This is an optimization exercise on Yosys and OpenROAD, whose aim is small area, a short achievable clock period and few clock cycles, not a production implementation.
At most, simulation tests tie the RTL to the original design; equivalence was not proved.

Setup of the baseline:
==> flow/design.v <==
module sha256(
    input clk,
    input reset_n,
    input cs,
    input we,
    input [7:0] address,
    input [31:0] write_data,
    output [31:0] read_data
);
localparam ADDR_CTRL   = 8'h08;
localparam ADDR_STATUS = 8'h09;
localparam [31:0] IV0 = 32'h6a09e667;
localparam [31:0] IV1 = 32'hbb67ae85;
localparam [31:0] IV2 = 32'h3c6ef372;
localparam [31:0] IV3 = 32'ha54ff53a;
localparam [31:0] IV4 = 32'h510e527f;
localparam [31:0] IV5 = 32'h9b05688c;
localparam [31:0] IV6 = 32'h1f83d9ab;
localparam [31:0] IV7 = 32'h5be0cd19;
function [31:0] kfun(input [5:0] i);
    case (i)
        6'd00: kfun = 32'h428a2f98;
        6'd01: kfun = 32'h71374491;
        6'd02: kfun = 32'hb5c0fbcf;
        6'd03: kfun = 32'he9b5dba5;
        6'd04: kfun = 32'h3956c25b;
        6'd05: kfun = 32'h59f111f1;
        6'd06: kfun = 32'h923f82a4;
        6'd07: kfun = 32'hab1c5ed5;
        6'd08: kfun = 32'hd807aa98;
        6'd09: kfun = 32'h12835b01;
        6'd10: kfun = 32'h243185be;
        6'd11: kfun = 32'h550c7dc3;
        6'd12: kfun = 32'h72be5d74;
        6'd13: kfun = 32'h80deb1fe;
        6'd14: kfun = 32'h9bdc06a7;
        6'd15: kfun = 32'hc19bf174;
        6'd16: kfun = 32'he49b69c1;
        6'd17: kfun = 32'hefbe4786;
        6'd18: kfun = 32'h0fc19dc6;
        6'd19: kfun = 32'h240ca1cc;
        6'd20: kfun = 32'h2de92c6f;
        6'd21: kfun = 32'h4a7484aa;
        6'd22: kfun = 32'h5cb0a9dc;
        6'd23: kfun = 32'h76f988da;
        6'd24: kfun = 32'h983e5152;
        6'd25: kfun = 32'ha831c66d;
        6'd26: kfun = 32'hb00327c8;
        6'd27: kfun = 32'hbf597fc7;
        6'd28: kfun = 32'hc6e00bf3;
        6'd29: kfun = 32'hd5a79147;
        6'd30: kfun = 32'h06ca6351;
        6'd31: kfun = 32'h14292967;
        6'd32: kfun = 32'h27b70a85;
        6'd33: kfun = 32'h2e1b2138;
        6'd34: kfun = 32'h4d2c6dfc;
        6'd35: kfun = 32'h53380d13;
        6'd36: kfun = 32'h650a7354;
        6'd37: kfun = 32'h766a0abb;
        6'd38: kfun = 32'h81c2c92e;
        6'd39: kfun = 32'h92722c85;
        6'd40: kfun = 32'ha2bfe8a1;
        6'd41: kfun = 32'ha81a664b;
        6'd42: kfun = 32'hc24b8b70;
        6'd43: kfun = 32'hc76c51a3;
        6'd44: kfun = 32'hd192e819;
        6'd45: kfun = 32'hd6990624;
        6'd46: kfun = 32'hf40e3585;
        6'd47: kfun = 32'h106aa070;
        6'd48: kfun = 32'h19a4c116;
        6'd49: kfun = 32'h1e376c08;
        6'd50: kfun = 32'h2748774c;
        6'd51: kfun = 32'h34b0bcb5;
        6'd52: kfun = 32'h391c0cb3;
        6'd53: kfun = 32'h4ed8aa4a;
        6'd54: kfun = 32'h5b9cca4f;
        6'd55: kfun = 32'h682e6ff3;
        6'd56: kfun = 32'h748f82ee;
        6'd57: kfun = 32'h78a5636f;
        6'd58: kfun = 32'h84c87814;
        6'd59: kfun = 32'h8cc70208;
        6'd60: kfun = 32'h90befffa;
        6'd61: kfun = 32'ha4506ceb;
        6'd62: kfun = 32'hbef9a3f7;
        default: kfun = 32'hc67178f2;
    endcase
endfunction
function [31:0] ch(input [31:0] x, input [31:0] y, input [31:0] z);
    ch = (x & y) ^ ((~x) & z);
endfunction
function [31:0] maj(input [31:0] x, input [31:0] y, input [31:0] z);
    maj = (x & y) | (x & z) | (y & z);
endfunction
function [31:0] sum0(input [31:0] x);
    sum0 = {x[1:0], x[31:2]} ^ {x[12:0], x[31:13]} ^ {x[21:0], x[31:22]};
endfunction
function [31:0] sum1(input [31:0] x);
    sum1 = {x[5:0], x[31:6]} ^ {x[10:0], x[31:11]} ^ {x[24:0], x[31:25]};
endfunction
function [31:0] sig0(input [31:0] x);
    sig0 = {x[6:0], x[31:7]} ^ {x[17:0], x[31:18]} ^ {3'h0, x[31:3]};
endfunction
function [31:0] sig1(input [31:0] x);
    sig1 = {x[16:0], x[31:17]} ^ {x[18:0], x[31:19]} ^ {10'h0, x[31:10]};
endfunction
function [31:0] addbk(input [31:0] x, input [31:0] y);
    reg [31:0] gg, pp;
    integer i, l;
    begin
        gg = x & y;
        pp = x ^ y;
        for (l = 1; l < 32; l = l * 2)
            for (i = 2 * l - 1; i < 32; i = i + 2 * l) begin
                gg[i] = gg[i] | (pp[i] & gg[i - l]);
                pp[i] = pp[i] & pp[i - l];
            end
        for (l = 8; l >= 1; l = l / 2)
            for (i = 3 * l - 1; i < 32; i = i + 2 * l) begin
                gg[i] = gg[i] | (pp[i] & gg[i - l]);
                pp[i] = pp[i] & pp[i - l];
            end
        addbk = x ^ y ^ {gg[30:0], 1'b0};
    end
endfunction
reg        busy;        
reg        fin;         
reg [5:0]  u;           
reg [31:0] w [0:15];    
reg [31:0] H [0:7];     
reg [31:0] a, b, c, d, e, f, g, h;
reg [31:0] kr;           
reg        load_iv;     
wire wr       = cs && we;
wire ctrl_wr  = wr && (address == ADDR_CTRL) && !busy;
wire start    = ctrl_wr && (write_data[0] || write_data[1]);
wire init     = write_data[0];
wire blk_wr   = wr && (address[7:4] == 4'h1);
wire last     = (u == 6'd0);
wire [31:0] hsel = H[address[2:0]];
assign read_data =
    (address == ADDR_STATUS)      ? {31'h0, !busy} :
    (address[7:3] == 5'b00100)    ? hsel :
    32'h0;
function [63:0] csa(input [31:0] x, input [31:0] y, input [31:0] z);
    csa = {((x & y) | (x & z) | (y & z)) << 1, x ^ y ^ z};
endfunction
wire [31:0] s1e = sum1(e);
wire [31:0] che = ch(e, f, g);
wire [63:0] x0  = csa(h, w[0], kr);                             
wire [63:0] x1  = csa(s1e, che, x0[31:0]);                      
wire [63:0] xe  = csa(x1[31:0], x1[63:32], x0[63:32]);
wire [63:0] ye  = csa(xe[31:0], xe[63:32], d);                  
wire [63:0] x2  = csa(sum0(a), maj(a, b, c), x0[63:32]);
wire [63:0] x3  = csa(x1[31:0], x1[63:32], x2[31:0]);
wire [63:0] xa  = csa(x3[31:0], x3[63:32], x2[63:32]);          
wire [31:0] an  = xa[31:0] + xa[63:32];
wire [31:0] en  = ye[31:0] + ye[63:32];
wire [31:0] han = addbk(H[3], a);
wire [31:0] hen = addbk(H[7], e);
wire [63:0] m0  = csa(sig1(w[14]), w[9], sig0(w[1]));
wire [63:0] m1  = csa(m0[31:0], m0[63:32], w[0]);
wire [31:0] wn  = addbk(m1[31:0], m1[63:32]);
wire [31:0] wdg = {32{!busy}} & write_data;
integer i;
always @(posedge clk) begin
    fin <= reset_n && busy && last;
    if (!reset_n)
        busy <= 1'b0;
    else if (start)
        busy <= 1'b1;
    else if (last)
        busy <= 1'b0;
    if (!reset_n)
        u <= 6'd0;
    else if (start)
        u <= 6'd1;
    else if (busy && !last)
        u <= u + 6'd1;
    kr  <= busy && !last ? kfun(u) : kfun(6'd0);
    for (i = 0; i < 15; i = i + 1)
        if (busy || (blk_wr && address[3:0] == i))
            w[i] <= ({32{busy}} & w[i + 1]) | wdg;
    if (busy || (blk_wr && address[3:0] == 4'd15))
        w[15] <= ({32{busy}} & wn) | wdg;
    if (start) begin
        if (init) begin
            a <= IV0; b <= IV1; c <= IV2; d <= IV3;
            e <= IV4; f <= IV5; g <= IV6; h <= IV7;
        end else begin
            a <= H[0]; b <= H[1]; c <= H[2]; d <= H[3];
            e <= H[4]; f <= H[5]; g <= H[6]; h <= H[7];
        end
    end else begin
        a <= an; b <= a; c <= b; d <= c;
        e <= en; f <= e; g <= f; h <= g;
    end
    load_iv <= start && init;
    if (load_iv) begin
        H[0] <= IV0; H[1] <= IV1; H[2] <= IV2; H[3] <= IV3;
        H[4] <= IV4; H[5] <= IV5; H[6] <= IV6; H[7] <= IV7;
    end else if ((busy && (u[5:0] > 6'd61 || last)) || fin) begin
        H[0] <= han; H[1] <= H[0]; H[2] <= H[1]; H[3] <= H[2];
        H[4] <= hen; H[5] <= H[4]; H[6] <= H[5]; H[7] <= H[6];
    end
end
endmodule
==> flow/config.mk <==
export PLATFORM = sky130hd
export DESIGN_NAME = sha256
export DESIGN_NICKNAME = sha256
export VERILOG_FILES = /design/flow/design.v
export SDC_FILE = /design/flow/constraint.sdc
export NUM_CORES = 4
export LEC_CHECK = 0
export CAP_MARGIN = 20
export CORE_MARGIN = 2
export CORE_UTILIZATION = 40
export SETUP_SLACK_MARGIN = 5
export SLEW_MARGIN = 20
export TNS_END_PERCENT = 100
==> flow/constraint.sdc <==
create_clock -name core_clock -period 10.0 [get_ports {clk}]
set_input_delay 2.0000 -clock core_clock [delete_from_list [all_inputs] [get_ports {clk}]]
set_output_delay 2.0000 -clock core_clock [all_outputs]
set_load 0.01 [all_outputs]
run.sh (not shown) runs the stock make flow with config.mk's settings and CLKGATE_MAP_FILE= SYNTH_SCRIPT=/design/flow/synth_recipe.tcl, a recipe that flattens the netlist after the stock synthesis.
[inputs] the candidate vs the baseline
--- a/flow/design.v
+++ b/flow/design.v
@@ -122,13 +122,34 @@
         addbk = x ^ y ^ {gg[30:0], 1'b0};
     end
 endfunction
+function [31:0] addsk(input [31:0] x, input [31:0] y);
+    reg [31:0] gg, pp, g2, p2;
+    integer i, l;
+    begin
+        gg = x & y;
+        pp = x ^ y;
+        for (l = 1; l < 32; l = l * 2) begin
+            g2 = gg;
+            p2 = pp;
+            for (i = 0; i < 32; i = i + 1)
+                if (i % (2 * l) >= l) begin
+                    g2[i] = gg[i] | (pp[i] & gg[(i / (2 * l)) * (2 * l) + l - 1]);
+                    p2[i] = pp[i] & pp[(i / (2 * l)) * (2 * l) + l - 1];
+                end
+            gg = g2;
+            pp = p2;
+        end
+        addsk = x ^ y ^ {gg[30:0], 1'b0};
+    end
+endfunction
 reg        busy;        
 reg        fin;         
 reg [5:0]  u;           
 reg [31:0] w [0:15];    
 reg [31:0] H [0:7];     
 reg [31:0] a, b, c, d, e, f, g, h;
-reg [31:0] kr;           
+reg [31:0] pkw;         
+reg [31:0] kr;          
 reg        load_iv;     
 wire wr       = cs && we;
 wire ctrl_wr  = wr && (address == ADDR_CTRL) && !busy;
@@ -144,22 +165,20 @@
 function [63:0] csa(input [31:0] x, input [31:0] y, input [31:0] z);
     csa = {((x & y) | (x & z) | (y & z)) << 1, x ^ y ^ z};
 endfunction
-wire [31:0] s1e = sum1(e);
-wire [31:0] che = ch(e, f, g);
-wire [63:0] x0  = csa(h, w[0], kr);                             
-wire [63:0] x1  = csa(s1e, che, x0[31:0]);                      
-wire [63:0] xe  = csa(x1[31:0], x1[63:32], x0[63:32]);
-wire [63:0] ye  = csa(xe[31:0], xe[63:32], d);                  
-wire [63:0] x2  = csa(sum0(a), maj(a, b, c), x0[63:32]);
-wire [63:0] x3  = csa(x1[31:0], x1[63:32], x2[31:0]);
-wire [63:0] xa  = csa(x3[31:0], x3[63:32], x2[63:32]);          
+wire [63:0] x1  = csa(pkw, sum1(e), ch(e, f, g));               
+wire [63:0] xe  = csa(x1[31:0], x1[63:32], d);                  
+wire [63:0] x2  = csa(sum0(a), maj(a, b, c), x1[31:0]);
+wire [63:0] xa  = csa(x2[31:0], x2[63:32], x1[63:32]);          
 wire [31:0] an  = xa[31:0] + xa[63:32];
-wire [31:0] en  = ye[31:0] + ye[63:32];
+wire [31:0] en  = xe[31:0] + xe[63:32];
 wire [31:0] han = addbk(H[3], a);
 wire [31:0] hen = addbk(H[7], e);
 wire [63:0] m0  = csa(sig1(w[14]), w[9], sig0(w[1]));
 wire [63:0] m1  = csa(m0[31:0], m0[63:32], w[0]);
-wire [31:0] wn  = addbk(m1[31:0], m1[63:32]);
+wire [31:0] wn  = addsk(m1[31:0], m1[63:32]);
+wire [31:0] s7  = init ? IV7 : H[7];
+wire [63:0] q   = csa(busy ? g : s7, busy ? w[1] : w[0], kr);
+wire [31:0] pn  = q[31:0] + q[63:32];
 wire [31:0] wdg = {32{!busy}} & write_data;
 integer i;
 always @(posedge clk) begin
@@ -176,7 +195,8 @@
         u <= 6'd1;
     else if (busy && !last)
         u <= u + 6'd1;
-    kr  <= busy && !last ? kfun(u) : kfun(6'd0);
+    pkw <= pn;
+    kr  <= (start || (busy && !last)) ? kfun(u + 6'd1) : kfun(6'd0);
     for (i = 0; i < 15; i = i + 1)
         if (busy || (blk_wr && address[3:0] == i))
             w[i] <= ({32{busy}} & w[i + 1]) | wdg;
[summary]
The candidate reports a higher total routed wire length on the met1 layer than the baseline does.
From the baseline to the candidate the numbers moved as follows: fraction of standard cell area in multi-input logic moved up; critical path data arrival time moved down; share of synthesized cell area in and, or, nand and nor gates moved up.
On shortest period the worst path allows, the higher figure sits with the baseline, not the candidate.
Relative to the baseline, the cell area after layout measured on the candidate has increased slightly.
Routing usage on met3 (higher): the baseline
Testbench counts of the candidate, summed over its fixed seeds: cycles 80,808.
The RTL of the baseline was laid out without a check of its function.

-- static timing again, ports no longer ideal --
The results above use ideal ports. As a check the final layouts listed here were re-extracted and re-timed, cells and wires unchanged.
Step 1 sets driving cells, clkbuf_16 on the clock port and buf_2 on the other inputs (assumed; they add their load-dependent delay and slew).
Step 2 also shifts input and output timing later by t, the mid clock arrival at the registers, as if the neighbouring blocks saw the same clock.
Three values: ideal ports, drivers, drivers and shift; two values: the first two.
run	shift t [ns]	setup slack, ns	hold slack, ns	slew at the worst register clock pin (ns)	worst data-port slew with drivers (ns)
the baseline	0.823	4.341 / 4.291 / 4.291	0.407 / 0.407 / 0.407	0.07 / 0.07	0.19
the candidate	0.831	4.636 / 4.569 / 4.414	0.435 / 0.435 / 0.435	0.08 / 0.08	0.15
After both steps setup and hold are still met in every run listed. For the candidate, which loses most, drivers alone change the setup slack by -0.067 ns; drivers and shift together by -0.222 ns.
